Context: an optimization exercise on an open-source flow, tuned for small area, a short achievable clock period and few clock cycles. The choices shown serve that exercise and are no tape-out recipe. At most, simulation tests tie the RTL to the original design; equivalence was not proved. The RTL of run 1 was laid out without a check of its function. The flow treats the clock pin as an ideal source. Dropping or thinning the clock tree relies on that and would not hold on a real chip. Power figures rest on the tool's default switching activity, not on a simulated workload.

File: flow/config.mk
export PLATFORM = sky130hd
export DESIGN_NAME = wr_interconnect
export DESIGN_NICKNAME = wr_interconnect
export VERILOG_FILES = /design/flow/design.v
export SDC_FILE = /design/flow/constraint.sdc
export NUM_CORES = 4
export LEC_CHECK = 0
export CAP_MARGIN = 20
export CORE_MARGIN = 2
export CORE_UTILIZATION = 40
export CTS_BUF_LIST = sky130_fd_sc_hd__clkbuf_4 sky130_fd_sc_hd__clkbuf_8 sky130_fd_sc_hd__clkbuf_16
export CTS_CLUSTER_DIAMETER = 100
export CTS_CLUSTER_SIZE = 30
export SETUP_SLACK_MARGIN = 3.0
export SLEW_MARGIN = 20
File: flow/constraint.sdc
create_clock -name core_clock -period 5.0 [get_ports {clk}]
set_input_delay 1.0000 -clock core_clock [delete_from_list [all_inputs] [get_ports {clk}]]
set_output_delay 1.0000 -clock core_clock [all_outputs]
set_load 0.01 [all_outputs]
File: flow/design.v
module fifo #(
	parameter DATA_WIDTH = 8,
	parameter FIFO_DEPTH = 8,
	parameter SWITCH     = 8
)
(
	input                       clk,
	input                       rst_n,
	input      [DATA_WIDTH-1:0] m0_data,
	input                       m0_valid,
	output                      m0_ready,
	input      [DATA_WIDTH-1:0] m1_data,
	input                       m1_valid,
	output reg                  m1_ready,
	output reg [DATA_WIDTH-1:0] odata,
	output reg                  ovalid,
	input                       oready
);
	localparam NR = FIFO_DEPTH - 1;            
	localparam CW = $clog2(SWITCH);
	localparam RW = $clog2(NR + 1);
	reg  [CW-1:0]         cnt;                 
	reg                   sel;                 
	reg                   m0_nrdy;             
	reg  [RW-1:0]         len;                 
	reg  [2:0]            tail;                
	reg  [2:0]            front;               
	reg                   take;                
	reg  [DATA_WIDTH-1:0] ring [0:NR-1];
	assign m0_ready = ~m0_nrdy;
	wire [DATA_WIDTH-1:0] in_d = sel ? m1_data : m0_data;
	wire acc    = (m0_valid & ~m0_nrdy) | (m1_valid & m1_ready);
	wire h_load = ~ovalid | oready;            
	wire r_empty = (len == 0);
	reg  at_exit;                              
	wire ins = acc & ~(r_empty & h_load);      
	wire ext = h_load & at_exit;               
	localparam [2:0] SLOT0 = 3'b001, SLOT5 = 3'b110, SLOT6 = 3'b100;
	wire [2:0] tail_inc  = {tail[1:0], tail[2] ^ tail[1]};
	wire [RW-1:0] n_len  = ins ? len + 1'b1 : ext ? len - 1'b1 : len;
	wire [2:0] n_tail = ins ? SLOT0 : tail_inc;
	wire [2:0] front_inc = {front[1:0], front[2] ^ front[1]};
	wire [2:0] n_front = ext ? front : (ins & r_empty) ? SLOT0 : front_inc;
	wire n_take = ins ? (len != NR - 1)
	            : ext ? ((len == 1) | (tail == SLOT6))
	            :       (r_empty | ((len != NR) & (tail == SLOT6)));
	wire n_at_exit = ext ? (len != 1) : (~r_empty & (front == SLOT5));
	wire sel_acc  = sel ^ (cnt == SWITCH - 1);    
	wire n_sel    = acc ? sel_acc : sel;
	wire [DATA_WIDTH-1:0] x_d = take ? in_d : ring[NR-1];
	always @(posedge clk) begin
		tail  <= n_tail;
		front <= n_front;
	end
	integer i;
	always @(posedge clk) begin
		ring[0] <= x_d;
		for (i = 1; i < NR; i = i + 1)
			ring[i] <= ring[i-1];
		if (h_load) odata <= x_d;
	end
	always @(posedge clk or negedge rst_n) begin
		if (~rst_n) begin
			cnt      <= 0;
			sel      <= 1'b0;
			m0_nrdy  <= 1'b0;
			m1_ready <= 1'b0;
			ovalid   <= 1'b0;
			len      <= 0;
			take     <= 1'b1;
			at_exit  <= 1'b0;
		end else begin
			if (acc) cnt <= (cnt == SWITCH - 1) ? 0 : cnt + 1'b1;
			sel      <= n_sel;
			m0_nrdy  <= ~n_take | n_sel;
			m1_ready <= n_take & n_sel;
			if (h_load) ovalid <= r_empty ? acc : at_exit;
			len      <= n_len;
			take     <= n_take;
			at_exit  <= n_at_exit;
		end
	end
endmodule
module wr_interconnect #
(
    parameter DATA_WIDTH = 8,
    parameter ADDR_WIDTH = 16
)
(
	input         			clk,
	input         			rst_n,
	input  [ADDR_WIDTH-1:0] m0_awaddr,
	input         			m0_awvalid,
	output        			m0_awready,
	input  [DATA_WIDTH-1:0] m0_wdata,
	input         			m0_wvalid,
	output        			m0_wready,
	input  [ADDR_WIDTH-1:0] m1_awaddr,
	input         			m1_awvalid,
	output        			m1_awready,
	input  [DATA_WIDTH-1:0] m1_wdata,
	input         			m1_wvalid,
	output        			m1_wready,
	output [ADDR_WIDTH-1:0] mem_awaddr,
	output        			mem_awvalid,
	input         			mem_awready,
	output [DATA_WIDTH-1:0] mem_wdata,
	output        			mem_wvalid,
	input         			mem_wready
);
fifo #(.DATA_WIDTH(ADDR_WIDTH)) AWFIFO (.clk(clk), .rst_n(rst_n),
	.m0_data(m0_awaddr), .m0_valid(m0_awvalid), .m0_ready(m0_awready),
	.m1_data(m1_awaddr), .m1_valid(m1_awvalid), .m1_ready(m1_awready),
	.odata(mem_awaddr), .ovalid(mem_awvalid), .oready(mem_awready));
fifo #(.DATA_WIDTH(DATA_WIDTH)) WFIFO (.clk(clk), .rst_n(rst_n),
	.m0_data(m0_wdata), .m0_valid(m0_wvalid), .m0_ready(m0_wready),
	.m1_data(m1_wdata), .m1_valid(m1_wvalid), .m1_ready(m1_wready),
	.odata(mem_wdata), .ovalid(mem_wvalid), .oready(mem_wready));
endmodule
File: flow/flow/run.sh
#!/bin/bash
set -euo pipefail
here=$(pwd)
bash standard.sh MATCH_CELL_FOOTPRINT=0 "BUFFER_PORTS_ARGS=-buffer_cell sky130_fd_sc_hd__buf_1" "CTS_ARGS=-sink_clustering_enable -repair_clock_nets -dont_use_dummy_load -sink_clustering_size 30 -sink_clustering_max_diameter 100 -buf_list sky130_fd_sc_hd__clkbuf_16" "POST_CTS_TCL=$here/flow/post_cts.tcl" finish > flow_standard.log 2>&1
File: flow/flow/post_cts.tcl
# Drop the H-tree's middle level: the root buffer then drives the leaf
# buffers directly, two buffers from the clock port to every register.
set mid {}
foreach inst [[ord::get_db_block] getInsts] {
  if {[regexp {^clkbuf_[1-9][0-9]*_[0-9]+__f_} [$inst getName]]} { lappend mid [$inst getName] }
}
puts "post_cts: removing [llength $mid] middle clock buffers: $mid"
if {[llength $mid]} {
  remove_buffers {*}$mid
  detailed_placement
  estimate_parasitics -placement
  report_clock_latency
}
File: flow/standard.sh
#!/bin/bash
# synth_recipe.tcl (not shown) runs the flow's synth.tcl, then flattens the netlist and writes it again
# the make line also repeats each setting of config.mk as NAME=value (left out here)
make -C /OpenROAD-flow-scripts/flow DESIGN_CONFIG=/design/flow/config.mk WORK_HOME=/design/flow/orfs CLKGATE_MAP_FILE= SYNTH_SCRIPT=/design/flow/synth_recipe.tcl "${@:-finish}"
==> qor.txt, run 1 <==
status -> finished clean
post-synthesis cell count -> 435
Post-Route M1 WL -> 4540 microns
Final TNS setup -> 0 ns
Final ANT Viol Nets -> 0
Initial DRT Pass Iterations -> 4
non-filler instance count after layout -> 736
total power -> 5.03 mW
Max Slew Vio Count -> 0
first-pass GRT wire length -> 15200 microns
Max rail drop VDD -> 213 uV
DR vias/cell -> 4.41
critical path fanouts, max -> 2
commonest cells in the netlist -> dfxtp_1, a21oi_1, edfxtp_1
Layout Nets -> 594
dpl cells -> 726
Routed WL -> 9560 microns
max-cap viol count -> 0
top-area cell type share of the netlist area -> 54.0%
vias in the first global route -> 3199
metal3 WL -> 340 microns
Top Metal Used -> met4
Syn Area/Cell -> 14.8 sq um
Hold Fails Final Rpt -> 0
Final Skew -> 0.0262 ns
distinct cell type count of the synthesized netlist -> 55
clock sinks -> 228
Post-synth EDFFs -> 30
Clock Latency Late Sink -> 0.38 ns
Post-Synthesis Cell Area -> 6460 sq um
GP Congestion -> 0.747
relative max-transition margin -> 37.7%
number of synthesized register bits -> 228
ANT cells -> 0
Critical Path RT -> 4.00 ns
crit-path leading delay family -> flip-flops
ranking of synthesized cells by area -> dfxtp_1, edfxtp_1, dfrtp_1
met2 WL -> 4510 microns
Worst Setup Path Type -> reg -> out
FMAX -> 0.510 GHz
minimum clock period -> 1.96 ns
crit path cell chain -> clkbuf_2
Final Cycle Share -> 39.2%
largest net degree at the start of global routing -> 33
initial core utilization -> 40.8%
sequential share of the synthesized area -> 77.2%
gr ovfl total -> 0
Total GRT Usage -> 11.8%
HP Class -> reg -> reg
Final setup viols -> 0
RSZ-0062 raised after global routing -> yes
most common cell in the netlist -> dfxtp_1
HPWL after DPL -> 6600 microns
core box area -> 15800 sq um
filler cell count in the final layout -> 1401
row count -> 46
Port Buffer Count -> 85
Setup crit end kind -> output port
Worst path slowest cell -> dfrtp_1
syn_nets -> 507
Area Overhead vs Synth -> 12.1%
CP bufs+invs -> 1
Yosys top cell by area -> dfxtp_1
static leakage -> 2.90 nW
worst path arrival time -> 0.96 ns
P per Cell Area -> 695 nW/um^2
CP peak stage delay -> 0.42 ns
I/O Pins -> 86
Die Y -> 131 microns
DRC -> 0
Synth Flop Type -> dfxtp_1
crit start category -> flop
fraction of layout instances using a drive strength above 1 -> 6.54%
initial antenna violation count -> 0
drt wl/cell -> 13.0 microns
Vias -> 3249
Worst-path clk slew -> 0.11 ns
Yosys warnings -> 4
worst slew pin tran -> 0.934 ns
Post-synth ARST share -> 10.5%
DR iter-0 viols -> 165
area of the die -> 17200 sq um
Chip Width -> 131 microns
[metal layers]
| layer | vias to the layer above | track usage [%] |
|---|---|---|
| li1 | 1638 | - |
| met1 | 1549 | 15.2 |
| met2 | 48 | 18.7 |
| met3 | 14 | 3.66 |
| met4 | 0 | 4.69 |
| met5 | - | 0 |
[flip-flops by register name, indices dropped and copies added, names as in the netlist, 3 cells and up]
register / count
AWFIFO.cnt: 3
AWFIFO.front: 3
AWFIFO.len: 3
AWFIFO.odata: 16
AWFIFO.ring: 112
AWFIFO.tail: 3
WFIFO.cnt: 3
WFIFO.front: 3
WFIFO.len: 3
WFIFO.odata: 8
WFIFO.ring: 56
WFIFO.tail: 3
[area by class of cell]
class                   count  area, sq um  share of cell area, %
clock buffers               9          225                   3.11
inverters                  11         46.3                  0.640
multi-input cells         185         1370                   18.9
flip-flops and latches    228         4990                   68.9
well taps                 216          270                   3.73
repair buffers             87          340                   4.70
[worst paths after layout]
kind	start	end	slack, ns	cells after the start
max in group asynchronous	rst_n	AWFIFO.take	4.11	2
max reg2reg	WFIFO.len[0]	WFIFO.len[1]	3.25	6
min	AWFIFO.ring[1][15]	AWFIFO.ring[2][15]	0.31	0
max	WFIFO.ovalid	mem_wvalid	3.04	1
min reg2reg	AWFIFO.ring[1][15]	AWFIFO.ring[2][15]	0.31	0
min in group asynchronous	rst_n	WFIFO.len[1]	0.59	2
[through the flow]
| stage | utilization [%] | instance area, sq um | hold slack (ns) | setup slack, ns |
|---|---|---|---|---|
| final | 45.7 | 7240 | 0.313 | 3.04 |
| after global routing | 45.7 | 7240 | 0.319 | 2.98 |
| after detailed placement | 44.2 | 6990 | 0.312 | 2.56 |
| after global placement | 44.2 | 6990 | 0.310 | 2.64 |
| after floorplan | - | 6460 | 0.310 | 3.01 |
[cells in the final DEF (no fill, tap or decap), types with 3 or more instances in the layout]
cell type	count
o31ai_1	3
nor2b_1	4
o21ai_1	4
nand3_1	4
mux2_2	3
buf_1	80
o31a_1	5
clkbuf_16	9
dfxtp_1	174
inv_1	9
dfrtp_1	22
nand2_1	9
nor2_1	26
nand2b_1	5
and2_1	4
mux2i_1	24
clkbuf_2	3
edfxtp_1	30
ha_1	16
xnor2_1	6
o211ai_1	4
a21oi_1	30
xor2_1	3
[cell families (layout without fill, tap and decap cells)]
kind of cell | after synthesis | in the layout | share of synthesized area [%]
buffers and inverters | 22 | 107 | 1.61
multiplexers | 28 | 28 | 4.42
XOR/XNOR | 9 | 9 | 1.22
adder cells (fa/ha/maj) | 16 | 16 | 3.10
flip-flops | 228 | 228 | 77.2
AND/OR/NAND/NOR | 68 | 68 | 5.64
AO/OA/AOI/OAI | 64 | 64 | 6.76
[where the power goes]
| group | internal [mW] | leakage, nW | switching (mW) |
|---|---|---|---|
| sequential | 2.86 | 2.05 | 0.382 |
| clock | 0.327 | 0.111 | 0.488 |
| combinational | 0.435 | 0.741 | 0.539 |
| total | 3.62 | 2.90 | 1.41 |
==> run 2: changes to the inputs <==
--- a/flow/design.v
+++ b/flow/design.v
@@ -48,10 +48,6 @@
 	wire sel_acc  = sel ^ (cnt == SWITCH - 1);    
 	wire n_sel    = acc ? sel_acc : sel;
 	wire [DATA_WIDTH-1:0] x_d = take ? in_d : ring[NR-1];
-	always @(posedge clk) begin
-		tail  <= n_tail;
-		front <= n_front;
-	end
 	integer i;
 	always @(posedge clk) begin
 		ring[0] <= x_d;
@@ -67,6 +63,8 @@
 			m1_ready <= 1'b0;
 			ovalid   <= 1'b0;
 			len      <= 0;
+			tail     <= SLOT0;
+			front    <= SLOT0;
 			take     <= 1'b1;
 			at_exit  <= 1'b0;
 		end else begin
@@ -76,6 +74,8 @@
 			m1_ready <= n_take & n_sel;
 			if (h_load) ovalid <= r_empty ? acc : at_exit;
 			len      <= n_len;
+			tail     <= n_tail;
+			front    <= n_front;
 			take     <= n_take;
 			at_exit  <= n_at_exit;
 		end
==> run 2 against run 1 <==
Against the previous run:
- sequential power about the same
- global-route usage shrank 0.64 points
- critical path depth unchanged
- sequential share of layout area shrank 0.23 points
- largest power group unchanged
==> qor.txt, run 2 <==
status -> finished clean
fraction of layout instances using a drive strength above 1 -> 9.43% (+2.9 points)
GP Congestion -> 0.739 (-1.1%)
top-area cell type share of the netlist area -> 52.5% (-1.5 points)
critical path fanouts, max -> 2 (unchanged)
Biggest register -> AWFIFO.ring
Die Y -> 131 microns (-0.35%)
Final TNS setup -> 0 ns (unchanged)
initial core utilization -> 40.6% (-0.14 points)
clock sinks -> 228 (unchanged)
drt wl/cell -> 12.6 microns (-3.3%)
Setup crit end kind -> output port
most frequent cells in the layout -> dfxtp_1, buf_1, nor2_1
met2 WL -> 4170 microns (-7.6%)
Yosys warnings -> 4 (unchanged)
crit start category -> flop
Syn Area/Cell -> 14.6 sq um (-1.4%)
Synth Flop Type -> dfxtp_1
Worst path slowest cell -> dfrtp_1
Port Buffer Count -> 85 (unchanged)
Vias -> 3233 (-0.49%)
I/O Pins -> 86 (unchanged)
Clock Latency Late Sink -> 0.38 ns (about the same)
Area Overhead vs Synth -> 13.4%
vias in the first global route -> 3093 (-3.3%)
Total GRT Usage -> 11.2% (-0.64 points)
static leakage -> 2.95 nW (+1.8%)
max-cap viol count -> 0 (unchanged)
syn_nets -> 510 (+0.59%)
minimum clock period -> 1.92 ns (-0.0383 ns)
fin util -> 46.1% (+0.37 points)
HP Class -> reg -> reg
Hold Fails Final Rpt -> 0 (unchanged)
Critical Path RT -> 4.00 ns (about the same)
post-synthesis cell count -> 438 (+0.69%)
most common cell in the netlist -> dfxtp_1
Top Metal Used -> met4
Layout Nets -> 604 (+1.7%)
row count -> 46 (unchanged)
HPWL after DPL -> 6090 microns (-7.7%)
metal3 WL -> 428 microns (+26%)
FMAX -> 0.520 GHz (+2.0%)
ANT cells -> 0 (unchanged)
gr ovfl total -> 0 (unchanged)
DR vias/cell -> 4.33 (-1.8%)
Post-Synthesis Cell Area -> 6410 sq um (-0.72%)
first-pass GRT wire length -> 14400 microns (-5.4%)
DR iter-0 viols -> 133 (-19%)
worst path arrival time -> 0.92 ns (-0.04 ns)
CP peak stage delay -> 0.42 ns (about the same)
Final Cycle Share -> 38.4% (-0.77 points)
number of synthesized register bits -> 228 (unchanged)
Placed Area -> 6940 sq um (-0.77%)
Worst Setup Path Type -> reg -> out
Initial DRT Pass Iterations -> 4 (unchanged)
DRC -> 0 (unchanged)
Final ANT Viol Nets -> 0 (unchanged)
R2R Path Start -> AWFIFO.sel
initial antenna violation count -> 0 (unchanged)
largest net degree at the start of global routing -> 37 (+12%)
core box area -> 15800 sq um (-0.36%)
worst slew pin tran -> 0.956 ns (+0.0225 ns)
Largest regs -> AWFIFO.ring (112), WFIFO.ring (56), AWFIFO.odata (16)
relative max-transition margin -> 36.3% (-1.5 points)
distinct cell type count of the synthesized netlist -> 37 (-33%)
Post-Route M1 WL -> 4580 microns (+0.90%)
Max rail drop VDD -> 375 uV (+76%)
Routed WL -> 9360 microns (-2.0%)
Final setup viols -> 0 (unchanged)
Chip Width -> 131 microns (-0.35%)
RSZ-0062 raised after global routing -> no
commonest non-fill, non-tap cell in the layout -> dfxtp_1
Worst-path clk slew -> 0.10 ns (about the same)
post-route cell area -> 7270 sq um (+0.43%)
P per Cell Area -> 690 nW/um^2 (-0.73%)
area of the die -> 17100 sq um (-0.69%)
max reg flops -> 112 (unchanged)
crit-path leading delay family -> flip-flops
Post-synth ARST share -> 15.8% (+5.3 points)
Yosys top cell by area -> dfxtp_1
Max Slew Vio Count -> 0 (unchanged)
Post-synth EDFFs -> 24 (-20%)
commonest cells in the netlist -> dfxtp_1, nor2_1, dfrtp_1
Final Skew -> 0.0162 ns (-0.00994 ns)
ranking of synthesized cells by area -> dfxtp_1, dfrtp_1, edfxtp_1
CP bufs+invs -> 1 (unchanged)
CP startpoint -> WFIFO.ovalid
min-delay src -> WFIFO.ring[5][3]
sequential share of the synthesized area -> 77.9% (+0.64 points)
crit path cell chain -> clkbuf_2
==> run 2: layout make-up <==
class,instances,area (sq um)
inverter,10,37.5
sequential,228,4990
clock buffer,9,225
fill,1440,8500
tap,216,270
multi-input combinational,189,1340
timing repair buffer,94,405
==> run 2: through the flow <==
stage / hold WS (ns) / total power [mW] / std cells / setup slack, ns
3_3_place_gp: 0.310 / 4.13 / 727 / 2.49
5_1_grt: 0.334 / 5.38 / 746 / 3.02
2_1_floorplan: 0.310 / 3.86 / 438 / 2.92
6_report: 0.323 / 5.02 / 746 / 3.08
3_5_place_dp: 0.312 / 4.22 / 727 / 2.43
==> run 2: logic make-up after synthesis <==
group | share of synthesized area, %
simple gates | 6.71
buf+inv | 1.62
xor+xnor | 1.37
compound gates | 4.84
mux | 4.45
flops | 77.9
fa+ha+maj | 3.12
==> run 2: metal layers <==
layer  vias to the layer above  GRT usage [%]
li1                       1632              -
met1                      1520           14.3
met2                        67           17.3
met3                        14           3.87
met4                         0           4.82
met5                         -              0
==> run 2: worst paths after layout <==
| path | to | slack [ns] | cells after the start |
|---|---|---|---|
| worst max-delay path | mem_wvalid | 3.08 | 1 |
| worst min-delay path | WFIFO.ring[6][3] | 0.32 | 0 |
| worst max register to register | AWFIFO.m0_nrdy | 3.26 | 2 |
| worst min register to register | WFIFO.ring[6][3] | 0.32 | 0 |
| max in group asynchronous | WFIFO.at_exit | 3.68 | 1 |
| min in group asynchronous | AWFIFO.m1_ready | 0.74 | 1 |
==> run 2: where the power goes <==
group	switching (mW)	total (mW)	internal (mW)
clock network	0.477	0.803	0.326
logic	0.537	0.990	0.453
registers	0.379	3.22	2.84
Testbench counts of run 2, summed over its fixed seeds: cycles 1,032.
==> run 3: changes to the inputs <==
--- a/flow/design.v
+++ b/flow/design.v
@@ -37,7 +37,9 @@
 	wire ext = h_load & at_exit;               
 	localparam [2:0] SLOT0 = 3'b001, SLOT5 = 3'b110, SLOT6 = 3'b100;
 	wire [2:0] tail_inc  = {tail[1:0], tail[2] ^ tail[1]};
-	wire [RW-1:0] n_len  = ins ? len + 1'b1 : ext ? len - 1'b1 : len;
+	wire [2:0] n_len = {len[2] ^ ((ins & len[1] & len[0]) | (ext & ~len[1] & ~len[0])),
+	                    len[1] ^ ((ins & len[0]) | (ext & ~len[0])),
+	                    len[0] ^ (ins | ext)};
 	wire [2:0] n_tail = ins ? SLOT0 : tail_inc;
 	wire [2:0] front_inc = {front[1:0], front[2] ^ front[1]};
 	wire [2:0] n_front = ext ? front : (ins & r_empty) ? SLOT0 : front_inc;
@@ -48,6 +50,10 @@
 	wire sel_acc  = sel ^ (cnt == SWITCH - 1);    
 	wire n_sel    = acc ? sel_acc : sel;
 	wire [DATA_WIDTH-1:0] x_d = take ? in_d : ring[NR-1];
+	always @(posedge clk) begin
+		tail  <= n_tail;
+		front <= n_front;
+	end
 	integer i;
 	always @(posedge clk) begin
 		ring[0] <= x_d;
@@ -63,19 +69,15 @@
 			m1_ready <= 1'b0;
 			ovalid   <= 1'b0;
 			len      <= 0;
-			tail     <= SLOT0;
-			front    <= SLOT0;
 			take     <= 1'b1;
 			at_exit  <= 1'b0;
 		end else begin
-			if (acc) cnt <= (cnt == SWITCH - 1) ? 0 : cnt + 1'b1;
+			cnt      <= cnt ^ {acc & cnt[1] & cnt[0], acc & cnt[0], acc};
 			sel      <= n_sel;
 			m0_nrdy  <= ~n_take | n_sel;
 			m1_ready <= n_take & n_sel;
 			if (h_load) ovalid <= r_empty ? acc : at_exit;
 			len      <= n_len;
-			tail     <= n_tail;
-			front    <= n_front;
 			take     <= n_take;
 			at_exit  <= n_at_exit;
 		end
--- a/flow/config.mk
+++ b/flow/config.mk
@@ -5,6 +5,7 @@
 export SDC_FILE = /design/flow/constraint.sdc
 export NUM_CORES = 4
 export LEC_CHECK = 0
+export ABC_AREA = 1
 export CAP_MARGIN = 20
 export CORE_MARGIN = 2
 export CORE_UTILIZATION = 40
==> run 3 against run 2 <==
Against the previous run:
- highest routed layer unchanged
- core utilization fell by 0.71 points
- combinational power is essentially flat
- largest power group unchanged
- global-route usage up 0.80 points
- synthesized area is 0.59% lower
- non-clock buffer count fell by 6
- still clean on timing, DRC and antenna
- first-iteration DRC count up 39%
==> qor.txt, run 3 <==
fraction of layout instances using a drive strength above 1 -> 11.5% (+2.1 points)
Yosys top cell by area -> dfxtp_1
minimum clock period -> 1.96 ns (+0.0421 ns)
commonest non-fill, non-tap cell in the layout -> dfxtp_1
Max Slew Vio Count -> 0 (unchanged)
Final Cycle Share -> 39.3% (+0.84 points)
Critical Path RT -> 4.00 ns (about the same)
HPWL after DPL -> 6450 microns (+5.9%)
GP Congestion -> 0.758 (+2.6%)
FF+latch area -> 4990 sq um (-0.10%)
relative max-transition margin -> 53.9% (+18 points)
worst path arrival time -> 0.96 ns (+0.04 ns)
Worst-path clk slew -> 0.10 ns (about the same)
crit-path leading delay family -> flip-flops
vias in the first global route -> 3169 (+2.5%)
initial antenna violation count -> 0 (unchanged)
status -> finished clean
Final setup viols -> 0 (unchanged)
Die Y -> 130 microns (-0.29%)
crit start category -> flop
DR vias/cell -> 4.33 (about the same)
total power -> 5.12 mW (+2.2%)
Layout Nets -> 625 (+3.5%)
Clk pwr share -> 16.0% (about the same)
Worst path slowest cell -> edfxtp_1
drt wl/cell -> 12.4 microns (-1.6%)
Initial DRT Pass Iterations -> 4 (unchanged)
area of the die -> 17000 sq um (-0.57%)
DR iter-0 viols -> 185 (+39%)
most common cell in the netlist -> dfxtp_1
Vias -> 3385 (+4.7%)
crit path cell chain -> clkbuf_2
fin util -> 45.4% (-0.71 points)
Port Buffer Count -> 85 (unchanged)
most frequent cells in the layout -> dfxtp_1, nand2_1, buf_1
Post-synth EDFFs -> 30 (+25%)
Final Skew -> 0.0265 ns (+0.0103 ns)
min-delay src -> AWFIFO.ring[3][2]
P per Cell Area -> 719 nW/um^2 (+4.2%)
Yosys warnings -> 4 (unchanged)
Largest regs -> AWFIFO.ring (112), WFIFO.ring (56), AWFIFO.odata (16)
Setup crit end kind -> output port
max reg flops -> 112 (unchanged)
worst slew pin tran -> 0.691 ns (-0.265 ns)
sequential share of the synthesized area -> 78.3% (+0.38 points)
I/O Pins -> 86 (unchanged)
clock sinks -> 228 (unchanged)
Worst Setup Path Type -> reg -> out
largest net degree at the start of global routing -> 33 (-11%)
commonest cells in the netlist -> dfxtp_1, nand2_1, nor2_1
ranking of synthesized cells by area -> dfxtp_1, edfxtp_1, dfrtp_1
switching share of power -> 29.9% (+2.2 points)
static leakage -> 2.97 nW (+0.56%)
Post-synth ARST share -> 10.5% (-5.3 points)
number of synthesized register bits -> 228 (unchanged)
Synth Flop Type -> dfxtp_1
core box area -> 15700 sq um (-0.36%)
R2R Path Start -> AWFIFO.sel
Combinational Power Share -> 19.6% (about the same)
ANT cells -> 0 (unchanged)
FMAX -> 0.509 GHz (-2.1%)
Hold Fails Final Rpt -> 0 (unchanged)
Multi-input gate area -> 1180 sq um (-12%)
RSZ-0062 raised after global routing -> yes
Net Switching -> 1.53 mW (+10%)
syn_nets -> 539 (+5.7%)
HP Class -> reg -> reg
row count -> 46 (unchanged)
Chip Width -> 130 microns (-0.29%)
sequential share of power -> 64.4% (about the same)
initial core utilization -> 40.6% (-0.090 points)
Biggest register -> AWFIFO.ring
Final TNS setup -> 0 ns (unchanged)
Max rail drop VDD -> 222 uV (-41%)
max-cap viol count -> 0 (unchanged)
CP bufs+invs -> 1 (unchanged)
Pint -> 3.59 mW (-0.90%)
Total GRT Usage -> 12.0% (+0.80 points)
filler cell count in the final layout -> 1433 (-0.49%)
DRC -> 0 (unchanged)
Area Overhead vs Synth -> 11.9%
Post-Synthesis Cell Area -> 6370 sq um (-0.59%)
Syn Area/Cell -> 13.2 sq um (-9.5%)
Routed WL -> 9650 microns (+3.0%)
CP peak stage delay -> 0.42 ns (about the same)
critical path fanouts, max -> 1 (-1)
CP startpoint -> AWFIFO.odata[2]
top-area cell type share of the netlist area -> 54.7% (+2.2 points)
post-synthesis cell count -> 481 (+9.8%)
distinct cell type count of the synthesized netlist -> 31 (-16%)
Final ANT Viol Nets -> 0 (unchanged)
Clock Latency Late Sink -> 0.38 ns (about the same)
gr ovfl total -> 0 (unchanged)
first-pass GRT wire length -> 15200 microns (+5.4%)
==> run 3: changes by cell type in the layout (fill, tap and decap cells not counted), sizes merged, moves of 9 or more <==
cell / before / now
nand3: 4 / 24
nand2b: 9 / 0
nand2: 18 / 102
a31oi: 2 / 24
a21oi: 28 / 6
mux2i: 24 / 0
inv: 10 / 25
buf: 91 / 81
ha: 16 / 2
==> run 3: routing by layer <==
metal | routed length, microns | part of all wire [%] | global-route usage [%]
met1 | 4610 | 48 | 15.6
met2 | 4440 | 46 | 18.1
met3 | 406 | 4.2 | 4.22
met4 | 197 | 2.0 | 5.19
met5 | 0 | 0 | 0
==> run 3: layout make-up <==
class	count	share of cell area, %
clock buffers	9	3.16
inverters	26	1.54
multi-input cells	214	16.5
flip-flops and latches	228	70.0
well taps	216	3.79
repair buffers	88	5.02
==> run 3: stage by stage <==
| step | hold slack, ns | setup WS [ns] | cell area [sq um] | cells |
|---|---|---|---|---|
| 2_1_floorplan | 0.310 | 3.04 | 6370 | 481 |
| 3_3_place_gp | 0.310 | 2.78 | 6870 | 770 |
| 5_1_grt | 0.329 | 2.98 | 7130 | 781 |
| 6_report | 0.316 | 3.04 | 7130 | 781 |
| 3_5_place_dp | 0.312 | 2.73 | 6870 | 770 |
==> run 3: kinds of logic after synthesis <==
| logic type | count (synthesis) | share of synthesized area [%] |
|---|---|---|
| compound gates | 34 | 3.38 |
| xor+xnor | 12 | 1.65 |
| fa+ha+maj | 2 | 0.393 |
| buf+inv | 39 | 3.24 |
| flops | 228 | 78.3 |
| simple gates | 166 | 13.1 |
==> run 3: worst paths after layout <==
check | depth (start not counted) | slack [ns] | end
max | 1 | 3.04 | mem_awaddr[2]
min | 0 | 0.32 | AWFIFO.ring[4][2]
max reg2reg | 5 | 3.31 | AWFIFO.m0_nrdy
min reg2reg | 0 | 0.32 | AWFIFO.ring[4][2]
max in group asynchronous | 2 | 4.09 | AWFIFO.take
min in group asynchronous | 2 | 0.58 | AWFIFO.ovalid
==> run 3: power by group through the flow <==
stage                     Combinational, mW  Sequential (mW)  Clock, mW
after floorplan                       0.815             3.19          0
after global placement                0.953             3.32          0
after detailed placement              0.994             3.35          0
after global routing                   1.13             3.42      0.917
final                                  1.01             3.30      0.817
Testbench counts of run 3, summed over its fixed seeds: cycles 1,032.
==> run 4: changes to the inputs <==
--- a/flow/config.mk
+++ b/flow/config.mk
@@ -5,12 +5,12 @@
 export SDC_FILE = /design/flow/constraint.sdc
 export NUM_CORES = 4
 export LEC_CHECK = 0
-export ABC_AREA = 1
 export CAP_MARGIN = 20
 export CORE_MARGIN = 2
-export CORE_UTILIZATION = 40
+export CORE_UTILIZATION = 60
 export CTS_BUF_LIST = sky130_fd_sc_hd__clkbuf_4 sky130_fd_sc_hd__clkbuf_8 sky130_fd_sc_hd__clkbuf_16
 export CTS_CLUSTER_DIAMETER = 100
 export CTS_CLUSTER_SIZE = 30
+export PLACE_DENSITY = 0.7
 export SETUP_SLACK_MARGIN = 3.0
 export SLEW_MARGIN = 20
==> run 4 against run 3 <==
Against the previous run:
- non-clock buffer count is 4 higher
- routed wire length down 14%
- synthesized cell count is 15% lower
- clock power is 1% lower
- cell area down 3.6%
- clock skew rose by 0.0032 ns
- largest power group unchanged
- count of clock-buffer cells in the layout unchanged
==> qor.txt, run 4 <==
status -> finished clean
Largest regs -> AWFIFO.ring (112), WFIFO.ring (56), AWFIFO.odata (16)
Worst Setup Path Type -> in -> reg
relative max-transition margin -> 36.8% (-17 points)
max reg flops -> 112 (unchanged)
row count -> 36 (-22%)
Final setup viols -> 0 (unchanged)
minimum hold slack -> 0.310 ns (-0.00676 ns)
Initial DRT Pass Iterations -> 4 (unchanged)
syn_nets -> 466 (-14%)
Vias -> 3031 (-10%)
Post-Synthesis Cell Area -> 6120 sq um (-3.9%)
Max rail drop VDD -> 371 uV (+67%)
most common cell in the netlist -> dfxtp_1
filler cell count in the final layout -> 715 (-50%)
minimum clock period -> 1.95 ns (-0.0155 ns)
Yosys warnings -> 4 (unchanged)
Biggest register -> AWFIFO.ring
Post-synth EDFFs -> 30 (unchanged)
post-route cell area -> 6870 sq um (-3.6%)
Chip Width -> 105 microns (-19%)
most frequent cells in the layout -> dfxtp_1, buf_1, a21oi_1
area of the die -> 11000 sq um (-35%)
top-area cell type share of the netlist area -> 56.9% (+2.2 points)
final setup margin -> 3.05 ns (+0.0155 ns)
GP Congestion -> 0.780 (+2.9%)
number of synthesized register bits -> 228 (unchanged)
Setup crit end kind -> flop
Placed Area -> 6570 sq um (-4.4%)
Syn Area/Cell -> 15.0 sq um (+13%)
Area Overhead vs Synth -> 12.3%
Critical Path RT -> 5.25 ns (+1.25 ns)
sequential share of the synthesized area -> 81.5% (+3.2 points)
fraction of layout instances using a drive strength above 1 -> 6.80% (-4.7 points)
commonest cells in the netlist -> dfxtp_1, a21oi_1, edfxtp_1, nor2_1, mux2i_1
HP Class -> reg -> reg
static leakage -> 2.75 nW (-7.5%)
P per Cell Area -> 709 nW/um^2 (-1.4%)
initial core utilization -> 62.3% (+22 points)
Synth Flop Type -> dfxtp_1
initial antenna violation count -> 0 (unchanged)
Max Slew Vio Count -> 0 (unchanged)
Die Y -> 105 microns (-19%)
Post-synth ARST share -> 10.5% (unchanged)
DRC -> 0 (unchanged)
I/O Pins -> 86 (unchanged)
fin util -> 70.0% (+25 points)
Yosys top cell by area -> dfxtp_1
drt wl/cell -> 13.1 microns (+5.9%)
worst path arrival time -> 2.20 ns (+1.24 ns)
gr ovfl total -> 0 (unchanged)
Total GRT Usage -> 16.3% (+4.4 points)
commonest non-fill, non-tap cell in the layout -> dfxtp_1
max-cap viol count -> 0 (unchanged)
Final Skew -> 0.0297 ns (+0.00316 ns)
Final ANT Viol Nets -> 0 (unchanged)
DR vias/cell -> 4.79 (+10%)
Routed WL -> 8280 microns (-14%)
HPWL after DPL -> 5450 microns (-15%)
worst slew pin tran -> 0.948 ns (+0.257 ns)
crit start category -> input pin
FMAX -> 0.513 GHz (+0.80%)
ANT cells -> 0 (unchanged)
first-pass GRT wire length -> 13900 microns (-8.5%)
clock sinks -> 228 (unchanged)
largest net degree at the start of global routing -> 33 (unchanged)
core box area -> 9820 sq um (-38%)
post-synthesis cell count -> 408 (-15%)
Final Cycle Share -> 39.0% (-0.31 points)
critical path fanouts, max -> 5 (+4)
Worst-path clk slew -> 0.10 ns (about the same)
distinct cell type count of the synthesized netlist -> 31 (unchanged)
vias in the first global route -> 2854 (-9.9%)
Layout Nets -> 560 (-10%)
Port Buffer Count -> 85 (unchanged)
Hold Fails Final Rpt -> 0 (unchanged)
Clock Latency Late Sink -> 0.38 ns (about the same)
DR iter-0 viols -> 99 (-46%)
pre-CTS setup slack -> 2.21 ns (-0.525 ns)
Final TNS setup -> 0 ns (unchanged)
ranking of synthesized cells by area -> dfxtp_1, edfxtp_1, dfrtp_1
RSZ-0062 raised after global routing -> no
==> run 4: report_power, final <==
group | internal, mW | total [mW] | switching [mW]
clock | 0.326 | 0.807 | 0.480
sequential | 2.85 | 3.24 | 0.389
combinational | 0.381 | 0.825 | 0.443
==> run 4: final timing paths <==
path / cells past startpoint / startpoint / to / slack (ns)
max: 7 / mem_wready / WFIFO.m1_ready / 3.05
min in group asynchronous: 2 / rst_n / WFIFO.len[2] / 0.58
max in group asynchronous: 2 / rst_n / WFIFO.take / 4.10
min: 0 / WFIFO.ring[0][4] / WFIFO.ring[1][4] / 0.31
max reg2reg: 2 / AWFIFO.sel / AWFIFO.odata[10] / 3.26
min reg2reg: 0 / WFIFO.ring[0][4] / WFIFO.ring[1][4] / 0.31
==> run 4: per-stage QoR <==
step,cells,power (mW)
final,633,4.87
after detailed placement,617,4.08
after global placement,617,4.01
after global routing,633,5.18
after floorplan,408,3.75
==> run 4: layout make-up <==
class	instances	area, sq um	area share, %
Sequential cell	228	4990	72.6
Clock buffer	9	225	3.28
Multi-Input combinational cell	164	1080	15.7
Timing Repair Buffer	92	380	5.53
Timing Repair inverter	1	5.00	0.0728
Tap cell	133	166	2.42
Inverter	6	30.0	0.437
==> run 4: cell families (layout without fill, tap and decap cells) <==
family                   after synthesis  after routing  share of synthesized area [%]
XOR/XNOR                              16             16                           2.29
flip-flops                           228            228                           81.5
adder cells (fa/ha/maj)                2              2                          0.409
buffers and inverters                 16            108                           1.02
AO/OA/AOI/OAI                         50             50                           4.95
AND/OR/NAND/NOR                       72             72                           5.93
multiplexers                          24             24                           3.92
==> run 4: critical path, stage by stage <==
cell	delay [ns]
buf_1	0.09
nor2b_4	0.16
clkinvlp_4	0.14
a21oi_1	0.27
o21ai_1	0.11
a32o_2	0.28
and2_1	0.14
==> run 4: per-layer routing <==
layer | vias to the layer above | track usage, % | part of all wire (%)
li1 | 1541 | - | -
met1 | 1399 | 23.6 | 51
met2 | 80 | 23.2 | 42
met3 | 11 | 5.55 | 5.5
met4 | 0 | 5.43 | 1.4
met5 | - | 0 | 0
==> run 5: changes to the inputs <==
--- a/flow/config.mk
+++ b/flow/config.mk
@@ -7,10 +7,9 @@
 export LEC_CHECK = 0
 export CAP_MARGIN = 20
 export CORE_MARGIN = 2
-export CORE_UTILIZATION = 60
+export CORE_UTILIZATION = 25
 export CTS_BUF_LIST = sky130_fd_sc_hd__clkbuf_4 sky130_fd_sc_hd__clkbuf_8 sky130_fd_sc_hd__clkbuf_16
 export CTS_CLUSTER_DIAMETER = 100
 export CTS_CLUSTER_SIZE = 30
-export PLACE_DENSITY = 0.7
 export SETUP_SLACK_MARGIN = 3.0
 export SLEW_MARGIN = 20
==> run 5 against run 4 <==
Against the previous run:
- worst hold slack improved by 0.018 ns
- still clean on timing, DRC and antenna
- sequential share of layout area decreased by 2.6 points
- count of clock-buffer cells in the layout unchanged
- critical path depth unchanged
- non-clock buffer count decreased by 2
- synthesized area unchanged
- register-to-register slack got worse by 0.03 ns
- synthesized cell count unchanged
- clock skew decreased by 0.022 ns
- clock power increased by 2%
- combinational power increased by 2.7%
==> qor.txt, run 5 <==
status -> finished clean
Port Buffer Count -> 85 (unchanged)
Max Slew Vio Count -> 0 (unchanged)
FMAX -> 0.508 GHz (-0.94%)
Post-Synthesis Cell Area -> 6120 sq um (unchanged)
HP Class -> reg -> reg
Final ANT Viol Nets -> 0 (unchanged)
minimum clock period -> 1.97 ns (+0.0186 ns)
Multi-input gate area -> 1080 sq um (unchanged)
Synth Flop Type -> dfxtp_1
Clock Latency Late Sink -> 0.38 ns (about the same)
crit path cell chain -> buf_1 -> nor2b_4 -> clkinvlp_4 -> a21oi_1 -> o21ai_1 -> a32o_2 -> and2_1
commonest non-fill, non-tap cell in the layout -> dfxtp_1
Routed WL -> 8970 microns (+8.3%)
worst path arrival time -> 2.25 ns (+0.05 ns)
DRC -> 0 (unchanged)
fraction of layout instances using a drive strength above 1 -> 8.63% (+1.8 points)
Layout Nets -> 558 (-0.36%)
FF+latch area -> 4990 sq um (unchanged)
Worst path slowest cell -> a32o_2
critical path fanouts, max -> 4 (-1)
Biggest register -> AWFIFO.ring
pre-CTS setup slack -> 2.11 ns (-0.0981 ns)
initial core utilization -> 25.3% (-37 points)
vias in the first global route -> 2754 (-3.5%)
Die Y -> 160 microns (+53%)
P per Cell Area -> 688 nW/um^2 (-2.9%)
minimum hold slack -> 0.327 ns (+0.0179 ns)
Worst Setup Path Type -> in -> reg
ANT cells -> 0 (unchanged)
static leakage -> 2.77 nW (+0.72%)
most common cell in the netlist -> dfxtp_1
Hold Fails Final Rpt -> 0 (unchanged)
gr ovfl total -> 0 (unchanged)
first-pass GRT wire length -> 14000 microns (+0.60%)
Vias -> 2991 (-1.3%)
Final setup viols -> 0 (unchanged)
Final TNS setup -> 0 ns (unchanged)
DR iter-0 viols -> 103 (+4.0%)
row count -> 57 (+58%)
Syn Area/Cell -> 15.0 sq um (unchanged)
CP peak stage delay -> 0.29 ns (about the same)
filler cell count in the final layout -> 2445 (+240%)
sequential share of the synthesized area -> 81.5% (unchanged)
initial antenna violation count -> 0 (unchanged)
Post-synth EDFFs -> 30 (unchanged)
RSZ-0062 raised after global routing -> yes
final setup margin -> 3.03 ns (-0.0186 ns)
worst slew pin tran -> 1.00 ns (+0.0541 ns)
fin util -> 29.5% (-41 points)
most frequent cells in the layout -> dfxtp_1, buf_1, a21oi_1
Setup crit end kind -> flop
Yosys top cell by area -> dfxtp_1
relative max-transition margin -> 33.2% (-3.6 points)
ranking of synthesized cells by area -> dfxtp_1, edfxtp_1, dfrtp_1
GP Congestion -> 0.716 (-8.2%)
distinct cell type count of the synthesized netlist -> 31 (unchanged)
area of the die -> 25800 sq um (+130%)
max-cap viol count -> 0 (unchanged)
Final Skew -> 0.00753 ns (-0.0221 ns)
Final Cycle Share -> 39.3% (+0.37 points)
commonest cells in the netlist -> dfxtp_1, a21oi_1, edfxtp_1, nor2_1, mux2i_1
post-synthesis cell count -> 408 (unchanged)
Max rail drop VDD -> 281 uV (-24%)
DR vias/cell -> 3.64 (-24%)
clock sinks -> 228 (unchanged)
number of synthesized register bits -> 228 (unchanged)
Chip Width -> 160 microns (+53%)
Largest regs -> AWFIFO.ring (112), WFIFO.ring (56), AWFIFO.odata (16)
top-area cell type share of the netlist area -> 56.9% (unchanged)
Area Overhead vs Synth -> 16.4%
Initial DRT Pass Iterations -> 4 (unchanged)
crit start category -> input pin
Critical Path RT -> 5.28 ns (+0.03 ns)
HPWL after DPL -> 5720 microns (+4.9%)
Worst-path clk slew -> 0.10 ns (about the same)
largest net degree at the start of global routing -> 33 (unchanged)
core box area -> 24200 sq um (+150%)
syn_nets -> 466 (unchanged)
drt wl/cell -> 10.9 microns (-17%)
Total GRT Usage -> 7.23% (-9.1 points)
max reg flops -> 112 (unchanged)
Post-synth ARST share -> 10.5% (unchanged)
I/O Pins -> 86 (unchanged)
Yosys warnings -> 4 (unchanged)
-- run 5: cell counts after synthesis --
No cell type changed its count.
-- run 5: logic make-up (layout without fill, tap and decap cells) --
kind of cell / after synthesis / count (layout) / share of synthesized area [%]
AO/OA/AOI/OAI: 50 / 50 / 4.95
XOR/XNOR: 16 / 16 / 2.29
adder cells (fa/ha/maj): 2 / 2 / 0.409
buffers and inverters: 16 / 106 / 1.02
flip-flops: 228 / 228 / 81.5
multiplexers: 24 / 24 / 3.92
AND/OR/NAND/NOR: 72 / 72 / 5.93
-- run 5: routing by layer --
metal	GRT usage (%)	vias up	part of all wire [%]
li1	-	1535	-
met1	9.59	1353	52
met2	10.3	90	40
met3	2.87	13	6.2
met4	3.48	0	2.3
met5	0	-	0
-- run 5: path summary, 6_finish.rpt --
| kind | startpoint | endpoint | slack, ns | cells past startpoint |
|---|---|---|---|---|
| worst max-delay path | mem_awready | AWFIFO.m1_ready | 3.03 | 7 |
| min in group asynchronous | rst_n | WFIFO.len[1] | 0.60 | 2 |
| worst min-delay path | AWFIFO.ring[2][14] | AWFIFO.ring[3][14] | 0.33 | 0 |
| worst min register to register | AWFIFO.ring[2][14] | AWFIFO.ring[3][14] | 0.33 | 0 |
| max in group asynchronous | rst_n | WFIFO.take | 4.11 | 2 |
| worst max register to register | AWFIFO.len[1] | AWFIFO.m1_ready | 3.23 | 5 |
-- run 5: layout make-up --
| cell class | count | share of cell area (%) |
|---|---|---|
| Clock buffer | 9 | 3.16 |
| Inverter | 6 | 0.421 |
| Multi-Input combinational cell | 164 | 15.1 |
| Sequential cell | 228 | 70.0 |
| Tap cell | 324 | 5.69 |
| Timing Repair Buffer | 90 | 5.48 |
| Timing Repair inverter | 1 | 0.105 |
-- run 5: through the flow --
step	area [sq um]	instances	power [mW]
2_1_floorplan	6120	408	3.75
3_3_place_gp	6810	808	4.04
3_5_place_dp	6810	808	4.09
5_1_grt	7120	822	5.22
6_report	7120	822	4.90
-- run 5: report_power, final --
group,internal (mW),total [mW],switching [mW]
clock,0.327,0.825,0.498
sequential,2.85,3.23,0.382
combinational,0.391,0.847,0.456
total,3.57,4.90,1.34
-- run 5: worst max-delay path: cells and delay by family --
| kind | cells | cell delay, ns |
|---|---|---|
| and+or+nand+nor | 2 | 0.33 |
| buffers and inverters | 2 | 0.26 |
| AOI/OAI and AO/OA | 3 | 0.66 |
==> run 6: changes to the inputs <==
--- a/flow/config.mk
+++ b/flow/config.mk
@@ -7,7 +7,7 @@
 export LEC_CHECK = 0
 export CAP_MARGIN = 20
 export CORE_MARGIN = 2
-export CORE_UTILIZATION = 25
+export CORE_UTILIZATION = 40
 export CTS_BUF_LIST = sky130_fd_sc_hd__clkbuf_4 sky130_fd_sc_hd__clkbuf_8 sky130_fd_sc_hd__clkbuf_16
 export CTS_CLUSTER_DIAMETER = 100
 export CTS_CLUSTER_SIZE = 30
==> run 6 against run 5 <==
Against the previous run:
- still clean on timing, DRC and antenna
- sequential power about the same
- count of clock-buffer cells in the layout unchanged
- via count about the same
- first-iteration DRC count increased by 15%
- critical path depth decreased by 6
- total power decreased by 0.52%
- routed wire length decreased by 4.3%
- cell area decreased by 2.7%
- critical path type is now reg -> out
==> qor.txt, run 6 <==
status -> finished clean
total power -> 4.88 mW (-0.52%)
critical path depth in cells -> 1 (-6)
initial antenna violation count -> 0 (unchanged)
syn_nets -> 466 (unchanged)
P per Cell Area -> 704 nW/um^2 (+2.3%)
RSZ-0062 raised after global routing -> yes
ANT cells -> 0 (unchanged)
area of the die -> 16300 sq um (-37%)
relative max-transition margin -> 34.6% (+1.5 points)
worst slew pin tran -> 0.980 ns (-0.0219 ns)
sequential share of the synthesized area -> 81.5% (unchanged)
Worst path slowest cell -> edfxtp_1
multiplexer area fraction after synthesis -> 3.92% (unchanged)
min-delay src -> WFIFO.ring[3][4]
Area Overhead vs Synth -> 13.2%
Reg2Reg Depth -> 5 (unchanged)
Compound-Gate Fraction of Synth Area -> 4.95% (unchanged)
core box area -> 15100 sq um (-38%)
drt wl/cell -> 12.5 microns (+15%)
register-to-register setup slack -> 3.23 ns (about the same)
Min-Delay Path Depth -> 0 (unchanged)
Yosys warnings -> 4 (unchanged)
Final setup viols -> 0 (unchanged)
FMAX -> 0.511 GHz (+0.45%)
top-area cell type share of the netlist area -> 56.9% (unchanged)
DR iter-0 viols -> 118 (+15%)
HP Class -> reg -> reg
Final Skew -> 0.0257 ns (+0.0181 ns)
Adder-Cell Fraction of Synth Area -> 0.409% (unchanged)
row count -> 45 (-21%)
Worst Setup Path Type -> reg -> out
commonest non-fill, non-tap cell in the layout -> dfxtp_1
initial core utilization -> 40.6% (+15 points)
DRC -> 0 (unchanged)
crit start category -> flop
Synth Flop Type -> dfxtp_1
number of synthesized register bits -> 228 (unchanged)
vias in the first global route -> 2843 (+3.2%)
Hold Fails Final Rpt -> 0 (unchanged)
Post-Synth Simple-Gate Area -> 5.93% (unchanged)
R2R Path Start -> WFIFO.len[1]
minimum clock period -> 1.96 ns (-0.00882 ns)
Post-Synthesis Cell Area -> 6120 sq um (unchanged)
Vias -> 2993 (+0.067%)
CP peak stage delay -> 0.43 ns (+0.14 ns)
Critical Path RT -> 4.00 ns (-1.28 ns)
Max Slew Vio Count -> 0 (unchanged)
Routed WL -> 8580 microns (-4.3%)
reg2reg end -> WFIFO.m1_ready
ranking of synthesized cells by area -> dfxtp_1, edfxtp_1, dfrtp_1
Largest regs -> AWFIFO.ring (112), WFIFO.ring (56), AWFIFO.odata (16)
Yosys top cell by area -> dfxtp_1
Post-synth ARST share -> 10.5% (unchanged)
Die Y -> 128 microns (-20%)
Setup crit end kind -> output port
Initial DRT Pass Iterations -> 4 (unchanged)
Chip Width -> 128 microns (-20%)
Port Buffer Count -> 85 (unchanged)
HPWL after DPL -> 5480 microns (-4.2%)
Total GRT Usage -> 11.2% (+3.9 points)
max-cap viol count -> 0 (unchanged)
most common cell in the netlist -> dfxtp_1
Worst-path clk slew -> 0.10 ns (about the same)
Max rail drop VDD -> 310 uV (+10%)
largest net degree at the start of global routing -> 33 (unchanged)
post-synthesis cell count -> 408 (unchanged)
first-pass GRT wire length -> 13800 microns (-1.0%)
most frequent cells in the layout -> dfxtp_1, buf_1, a21oi_1
DR vias/cell -> 4.36 (+20%)
combinational family with the most area after synthesis -> simple AND/OR/NAND/NOR gates
GP Congestion -> 0.807 (+13%)
commonest cells in the netlist -> dfxtp_1, a21oi_1, edfxtp_1, nor2_1, mux2i_1
critical path fanouts, max -> 1 (-3)
Post-synth EDFFs -> 30 (unchanged)
worst path arrival time -> 0.96 ns (-1.29 ns)
CP startpoint -> AWFIFO.odata[11]
crit-path leading delay family -> flip-flops
hold path endpoint -> WFIFO.ring[4][4]
CP bufs+invs -> 1 (-1)
gr ovfl total -> 0 (unchanged)
Layout Nets -> 558 (unchanged)
Final ANT Viol Nets -> 0 (unchanged)
Clock Latency Late Sink -> 0.39 ns (about the same)
static leakage -> 2.76 nW (-0.42%)
Final TNS setup -> 0 ns (unchanged)
Syn Area/Cell -> 15.0 sq um (unchanged)
crit path cell chain -> clkbuf_2
Biggest register -> AWFIFO.ring
fraction of layout instances using a drive strength above 1 -> 7.63% (-1.0 points)
max reg flops -> 112 (unchanged)
Final Cycle Share -> 39.2% (-0.18 points)
I/O Pins -> 86 (unchanged)
Synth Area in XOR/XNOR -> 2.29% (unchanged)
distinct cell type count of the synthesized netlist -> 31 (unchanged)
clock sinks -> 228 (unchanged)
-- run 6: cell types whose count changed in the layout (fill, tap and decap cells not counted), sizes merged --
cell,change
clkbuf,-1
buf,+1
-- run 6: power breakdown --
part	total [mW]	internal, mW	switching, mW
registers	3.23	2.85	0.384
logic	0.831	0.380	0.451
clock network	0.812	0.327	0.486
total	4.88	3.56	1.32
-- run 6: worst max path at each step --
stage	endpoint	slack (ns)
floorplan	AWFIFO.m1_ready	2.70
global placement	AWFIFO.m1_ready	2.19
detailed placement	AWFIFO.m1_ready	2.11
global route	AWFIFO.m1_ready	2.97
finish	mem_awaddr[11]	3.04
-- run 6: routing by layer --
| layer | routed length, microns | part of all wire [%] | track usage, % | vias to the layer above |
|---|---|---|---|---|
| li1 | - | - | - | 1535 |
| met1 | 4420 | 51 | 15.1 | 1354 |
| met3 | 461 | 5.4 | 3.09 | 16 |
| met4 | 257 | 3.0 | 6.92 | 0 |
| met5 | 0 | 0 | 0 | - |
| met2 | 3450 | 40 | 15.9 | 88 |
-- run 6: through the flow --
step / area (sq um) / setup WS [ns] / cells / hold slack, ns / utilization (%)
finish: 6930 / 3.04 / 686 / 0.330 / 45.9
global route: 6930 / 2.97 / 686 / 0.338 / 45.9
floorplan: 6120 / 2.70 / 408 / 0.310 / -
detailed placement: 6640 / 2.11 / 672 / 0.312 / 44.0
global placement: 6640 / 2.19 / 672 / 0.310 / 44.0
-- run 6: cells by family after synthesis --
kind of cell | after synthesis
AND/OR/NAND/NOR | 72
AO/OA/AOI/OAI | 50
XOR/XNOR | 16
flip-flops | 228
buffers and inverters | 16
multiplexers | 24
adder cells (fa/ha/maj) | 2
-- run 6: layout make-up --
cell class	count	area, sq um
multi-input combinational	164	1080
clock buffer	9	225
tap	188	235
timing repair inverter	1	5.00
inverter	6	30.0
fill	1371	8160
timing repair buffer	90	369
sequential	228	4990
==> run 7: changes to the inputs <==
--- a/flow/config.mk
+++ b/flow/config.mk
@@ -11,5 +11,5 @@
 export CTS_BUF_LIST = sky130_fd_sc_hd__clkbuf_4 sky130_fd_sc_hd__clkbuf_8 sky130_fd_sc_hd__clkbuf_16
 export CTS_CLUSTER_DIAMETER = 100
 export CTS_CLUSTER_SIZE = 30
-export SETUP_SLACK_MARGIN = 3.0
+export SETUP_SLACK_MARGIN = 0
 export SLEW_MARGIN = 20
==> run 7 against run 6 <==
Against the previous run:
- critical path depth grew 6
- non-clock buffer count shrank 4
- via count grew 0.40%
- sequential power is essentially flat
- combinational power shrank 5.2%
- critical path type is now in -> reg
- clock skew grew 0.0019 ns
- total power shrank 0.88%
- core utilization shrank 0.41 points
- largest power group unchanged
==> qor.txt, run 7 <==
met2 usage in global routing -> 16.9% (+0.91 points)
Max rail drop VDD -> 278 uV (-10%)
HPWL after DPL -> 5410 microns (-1.3%)
reg2reg end -> AWFIFO.m1_ready
M3 GR Usage -> 3.67% (+0.58 points)
Final Skew -> 0.0275 ns (+0.00187 ns)
drt wl/cell -> 12.3 microns (-1.8%)
Clock Latency Late Sink -> 0.38 ns (about the same)
worst slew pin tran -> 0.981 ns (+0.000220 ns)
Setup crit end kind -> flop
gr ovfl total -> 0 (unchanged)
syn_nets -> 466 (unchanged)
filler cell count in the final layout -> 1370 (-0.073%)
commonest cells in the netlist -> dfxtp_1, a21oi_1, edfxtp_1, nor2_1, mux2i_1
GRT busiest layer -> met2
fin util -> 45.5% (-0.41 points)
R2R Path Start -> AWFIFO.ovalid
status -> finished clean
Post-Synthesis Cell Area -> 6120 sq um (unchanged)
area of the die -> 16300 sq um (unchanged)
Final TNS setup -> 0 ns (unchanged)
Post-synth ARST share -> 10.5% (unchanged)
core box area -> 15100 sq um (unchanged)
Chip Width -> 128 microns (unchanged)
FMAX -> 0.405 GHz (-21%)
most common cell in the netlist -> dfxtp_1
met1 Resource Use GR -> 13.7% (-1.4 points)
Biggest register -> AWFIFO.ring
ANT cells -> 0 (unchanged)
number of synthesized register bits -> 228 (unchanged)
FF+latch area -> 4990 sq um (unchanged)
relative max-transition margin -> 34.6% (about the same)
max reg flops -> 112 (unchanged)
Yosys top cell by area -> dfxtp_1
CP startpoint -> mem_awready
register-to-register setup slack -> 2.81 ns (-0.42 ns)
DRC -> 0 (unchanged)
fraction of layout instances using a drive strength above 1 -> 3.65% (-4.0 points)
final setup margin -> 2.53 ns (-0.509 ns)
Reg2Reg Depth -> 6 (+1)
Syn Area/Cell -> 15.0 sq um (unchanged)
total power -> 4.83 mW (-0.88%)
Largest regs -> AWFIFO.ring (112), WFIFO.ring (56), AWFIFO.odata (16)
HP Class -> reg -> reg
P per Cell Area -> 704 nW/um^2 (about the same)
initial antenna violation count -> 0 (unchanged)
worst path arrival time -> 2.79 ns (+1.83 ns)
pre-CTS setup slack -> 2.10 ns (-0.00116 ns)
DR vias/cell -> 4.41 (+1.1%)
Port Buffer Count -> 85 (unchanged)
distinct cell type count of the synthesized netlist -> 31 (unchanged)
Final setup viols -> 0 (unchanged)
post-synthesis cell count -> 408 (unchanged)
Initial DRT Pass Iterations -> 4 (unchanged)
Total GRT Usage -> 10.9% (-0.30 points)
Multi-input gate area -> 1070 sq um (-0.70%)
Synth Flop Type -> dfxtp_1
crit start category -> input pin
Routed WL -> 8370 microns (-2.5%)
Critical Path End -> AWFIFO.m1_ready
Layout Nets -> 553 (-0.90%)
critical path fanouts, max -> 20 (+19)
DR iter-0 viols -> 115 (-2.5%)
static leakage -> 2.71 nW (-1.9%)
largest net degree at the start of global routing -> 33 (unchanged)
sequential share of the synthesized area -> 81.5% (unchanged)
first-pass GRT wire length -> 13600 microns (-1.7%)
row count -> 45 (unchanged)
Die Y -> 128 microns (unchanged)
Final Cycle Share -> 49.3% (+10 points)
minimum clock period -> 2.47 ns (+0.509 ns)
Hold Fails Final Rpt -> 0 (unchanged)
vias in the first global route -> 2952 (+3.8%)
max-cap viol count -> 0 (unchanged)
Worst-path clk slew -> 0.11 ns (about the same)
Final ANT Viol Nets -> 0 (unchanged)
Yosys warnings -> 4 (unchanged)
Vias -> 3005 (+0.40%)
I/O Pins -> 86 (unchanged)
initial core utilization -> 40.6% (unchanged)
Worst Setup Path Type -> in -> reg
Max Slew Vio Count -> 0 (unchanged)
most frequent cells in the layout -> dfxtp_1, buf_1, a21oi_1
Area Overhead vs Synth -> 12.2%
top-area cell type share of the netlist area -> 56.9% (unchanged)
ranking of synthesized cells by area -> dfxtp_1, edfxtp_1, dfrtp_1
commonest non-fill, non-tap cell in the layout -> dfxtp_1
RSZ-0062 raised after global routing -> no
clock sinks -> 228 (unchanged)
Post-synth EDFFs -> 30 (unchanged)
GP Congestion -> 0.796 (-1.4%)
Critical Path RT -> 5.33 ns (+1.33 ns)
min-delay src -> WFIFO.ring[2][4]
## run 7: cell counts after synthesis
No cell type changed its count.
## run 7: kinds of logic (layout without fill, tap and decap cells)
| family | after synthesis | in the layout | synth area share, % |
|---|---|---|---|
| fa+ha+maj | 2 | 2 | 0.409 |
| compound gates | 50 | 50 | 4.95 |
| xor+xnor | 16 | 16 | 2.29 |
| mux | 24 | 24 | 3.92 |
| buf+inv | 16 | 101 | 1.02 |
| simple gates | 72 | 72 | 5.93 |
| flops | 228 | 228 | 81.5 |
## run 7: report_power, final
part | switching [mW] | internal (mW) | total [mW]
Combinational | 0.434 | 0.354 | 0.788
Clock | 0.488 | 0.327 | 0.814
Sequential | 0.382 | 2.85 | 3.23
## run 7: routing by layer
metal	vias up	wire, microns	part of all wire, %
li1	1527	-	-
met1	1375	4200	50
met2	93	3470	41
met3	10	536	6.4
met4	0	162	1.9
met5	-	0	0
## run 7: area by class of cell
| class | instances | area share, % |
|---|---|---|
| Clock buffer | 9 | 3.28 |
| Inverter | 6 | 0.328 |
| Multi-Input combinational cell | 164 | 15.6 |
| Sequential cell | 228 | 72.6 |
| Tap cell | 188 | 3.43 |
| Timing Repair Buffer | 86 | 4.75 |
## run 7: stage by stage
stage / cell area [sq um] / hold slack (ns) / cells
2_1_floorplan: 6120 / 0.310 / 408
5_1_grt: 6870 / 0.315 / 681
3_5_place_dp: 6640 / 0.312 / 672
3_3_place_gp: 6640 / 0.310 / 672
6_report: 6870 / 0.317 / 681
## run 7: how the worst min path moves through the flow
stage	end	slack (ns)	cells past startpoint
after floorplan	AWFIFO.ring[1][0]	0.31	0
after global placement	AWFIFO.ring[6][13]	0.31	0
after detailed placement	AWFIFO.ring[3][10]	0.31	0
after global routing	WFIFO.ring[3][4]	0.32	0
final	WFIFO.ring[3][4]	0.32	0
## run 7: critical path, cell delays in order
cell and delay [ns]:
buf_1 0.12, nor2b_4 0.06, inv_1 0.57, nand2_1 0.37, a41oi_1 0.34, a32o_1 0.20, and2_1 0.13
==> run 8: changes to the inputs <==
--- a/flow/config.mk
+++ b/flow/config.mk
@@ -11,5 +11,5 @@
 export CTS_BUF_LIST = sky130_fd_sc_hd__clkbuf_4 sky130_fd_sc_hd__clkbuf_8 sky130_fd_sc_hd__clkbuf_16
 export CTS_CLUSTER_DIAMETER = 100
 export CTS_CLUSTER_SIZE = 30
-export SETUP_SLACK_MARGIN = 0
+export SETUP_SLACK_MARGIN = 2.9
 export SLEW_MARGIN = 20
==> run 8 against run 7 <==
Against the previous run:
- still clean
- critical path depth is the same
- sequential power is essentially flat
- clock power is essentially flat
- die area is the same
- non-clock buffer count grew 3
- largest cell class unchanged
==> qor.txt, run 8 <==
status -> finished clean
sequential share of power -> 66.3% (-0.6 points)
most common cell in the netlist -> dfxtp_1
Die Y -> 128 microns (unchanged)
Reg2Reg Depth -> 5 (-1)
Post-synth EDFFs -> 30 (unchanged)
Critical Path End -> AWFIFO.m1_ready
initial antenna violation count -> 0 (unchanged)
Final Cycle Share -> 40.9% (-8.4 points)
core box area -> 15100 sq um (unchanged)
Yosys warnings -> 4 (unchanged)
FMAX -> 0.488 GHz (+20%)
Worst-path clk slew -> 0.10 ns (about the same)
Multi-input gate area -> 1070 sq um (unchanged)
Max Slew Vio Count -> 0 (unchanged)
RSZ-0062 raised after global routing -> no
met2 usage in global routing -> 17.4% (+0.50 points)
Clock Latency Late Sink -> 0.38 ns (about the same)
DRC -> 0 (unchanged)
Final TNS setup -> 0 ns (unchanged)
Clk pwr share -> 16.8% (about the same)
max-cap viol count -> 0 (unchanged)
GP Congestion -> 0.794 (-0.30%)
Max rail drop VDD -> 342 uV (+23%)
largest net degree at the start of global routing -> 33 (unchanged)
R2R Path Start -> AWFIFO.len[1]
Pint -> 3.55 mW (+0.41%)
Port Buffer Count -> 85 (unchanged)
Yosys top cell by area -> dfxtp_1
DR iter-0 viols -> 122 (+6.1%)
GRT busiest layer -> met2
sequential share of the synthesized area -> 81.5% (unchanged)
critical path fanouts, max -> 4 (-80%)
Post-synth ARST share -> 10.5% (unchanged)
first-pass GRT wire length -> 13800 microns (+1.5%)
register-to-register setup slack -> 3.25 ns (+0.44 ns)
Total GRT Usage -> 11.2% (+0.33 points)
vias in the first global route -> 2852 (-3.4%)
static leakage -> 2.72 nW (+0.49%)
area of the die -> 16300 sq um (unchanged)
Final setup viols -> 0 (unchanged)
Critical Path RT -> 5.32 ns (about the same)
gr ovfl total -> 0 (unchanged)
Worst Setup Path Type -> in -> reg
switching share of power -> 27.2% (+0.27 points)
P per Cell Area -> 705 nW/um^2 (about the same)
I/O Pins -> 86 (unchanged)
filler cell count in the final layout -> 1358 (-0.88%)
Net Switching -> 1.33 mW (+1.8%)
Synth Flop Type -> dfxtp_1
top-area cell type share of the netlist area -> 56.9% (unchanged)
fraction of layout instances using a drive strength above 1 -> 4.83% (+1.2 points)
Combinational Power Share -> 16.9% (+0.6 points)
max reg flops -> 112 (unchanged)
DR vias/cell -> 4.39 (-0.55%)
commonest non-fill, non-tap cell in the layout -> dfxtp_1
minimum hold slack -> 0.320 ns (+0.00330 ns)
HP Class -> reg -> reg
post-synthesis cell count -> 408 (unchanged)
initial core utilization -> 40.6% (unchanged)
Final Skew -> 0.0138 ns (-0.0137 ns)
most frequent cells in the layout -> dfxtp_1, buf_1, a21oi_1
ANT cells -> 0 (unchanged)
Syn Area/Cell -> 15.0 sq um (unchanged)
relative max-transition margin -> 36.0% (+1.4 points)
syn_nets -> 466 (unchanged)
M3 GR Usage -> 2.88% (-0.79 points)
Area Overhead vs Synth -> 13.0%
worst slew pin tran -> 0.960 ns (-0.0208 ns)
HPWL after DPL -> 5530 microns (+2.3%)
distinct cell type count of the synthesized netlist -> 31 (unchanged)
crit start category -> input pin
FF+latch area -> 4990 sq um (unchanged)
Chip Width -> 128 microns (unchanged)
CP startpoint -> mem_awready
Post-Synthesis Cell Area -> 6120 sq um (unchanged)
worst path arrival time -> 2.37 ns (-0.42 ns)
Final ANT Viol Nets -> 0 (unchanged)
met1 Resource Use GR -> 14.2% (+0.45 points)
Setup crit end kind -> flop
row count -> 45 (unchanged)
drt wl/cell -> 12.8 microns (+4.3%)
Vias -> 3006 (+0.033%)
Initial DRT Pass Iterations -> 4 (unchanged)
reg2reg end -> AWFIFO.m1_ready
Layout Nets -> 557 (+0.72%)
number of synthesized register bits -> 228 (unchanged)
clock sinks -> 228 (unchanged)
Biggest register -> AWFIFO.ring
ranking of synthesized cells by area -> dfxtp_1, edfxtp_1, dfrtp_1
minimum clock period -> 2.05 ns (-0.419 ns)
commonest cells in the netlist -> dfxtp_1, a21oi_1, edfxtp_1, nor2_1, mux2i_1
Hold Fails Final Rpt -> 0 (unchanged)
Largest regs -> AWFIFO.ring (112), WFIFO.ring (56), AWFIFO.odata (16)
Routed WL -> 8780 microns (+4.9%)
run 8: worst max-delay path, stage by stage:
cell	delay (ns)
buf_1	0.10
nor2b_4	0.21
clkinvlp_4	0.16
a311o_1	0.41
o21ai_0	0.17
a32o_1	0.19
and2_1	0.13
run 8: how the worst min path moves through the flow:
stage	from	to	slack, ns	cells after the start
final	AWFIFO.ring[1][1]	AWFIFO.ring[2][1]	0.32	0
after global routing	AWFIFO.ring[1][1]	AWFIFO.ring[2][1]	0.34	0
after global placement	WFIFO.ring[0][1]	WFIFO.ring[1][1]	0.31	0
after detailed placement	AWFIFO.ring[2][12]	AWFIFO.ring[3][12]	0.31	0
after floorplan	AWFIFO.ring[0][0]	AWFIFO.ring[1][0]	0.31	0
run 8: cells by family after synthesis:
family / after synthesis / share of synthesized area, %
xor gates and xnor gates: 16 / 2.29
AOI/OAI and AO/OA: 50 / 4.95
muxes: 24 / 3.92
DFF: 228 / 81.5
and+or+nand+nor: 72 / 5.93
buffers and inverters: 16 / 1.02
adders and majority gates: 2 / 0.409
run 8: layout make-up:
| class | count | area share (%) |
|---|---|---|
| clock buffers | 9 | 3.26 |
| well taps | 188 | 3.40 |
| repair buffers | 89 | 5.23 |
| multi-input cells | 164 | 15.5 |
| flip-flops and latches | 228 | 72.1 |
| inverters | 6 | 0.434 |
| repair inverters | 1 | 0.0724 |
run 8: power groups by stage:
stage	combinational [mW]	sequential (mW)	clock, mW
floorplan	0.590	3.16	0
global placement	0.770	3.25	0
detailed placement	0.795	3.29	0
global route	0.926	3.35	0.910
finish	0.823	3.23	0.817
run 8: metrics by stage:
stage | util, % | instance area [sq um] | total power, mW | cells | setup slack, ns
floorplan | - | 6120 | 3.75 | 408 | 2.70
global route | 45.8 | 6920 | 5.18 | 685 | 2.90
global placement | 44.0 | 6640 | 4.02 | 672 | 2.18
finish | 45.8 | 6920 | 4.87 | 685 | 2.95
detailed placement | 44.0 | 6640 | 4.09 | 672 | 2.07
run 8: per-layer routing:
metal	share of wire, %	wire (microns)	vias up
li1	-	-	1530
met1	49	4340	1363
met3	5.3	469	14
met5	0	0	-
met4	2.6	226	0
met2	43	3750	99

Check on run 8: ideal ports give 2.953 ns setup slack; a clkbuf_16 on the clock port and buf_2 on the inputs give 2.966 ns; moving port delays by the midpoint clock arrival (0.413 ns) as well gives 2.553 ns.
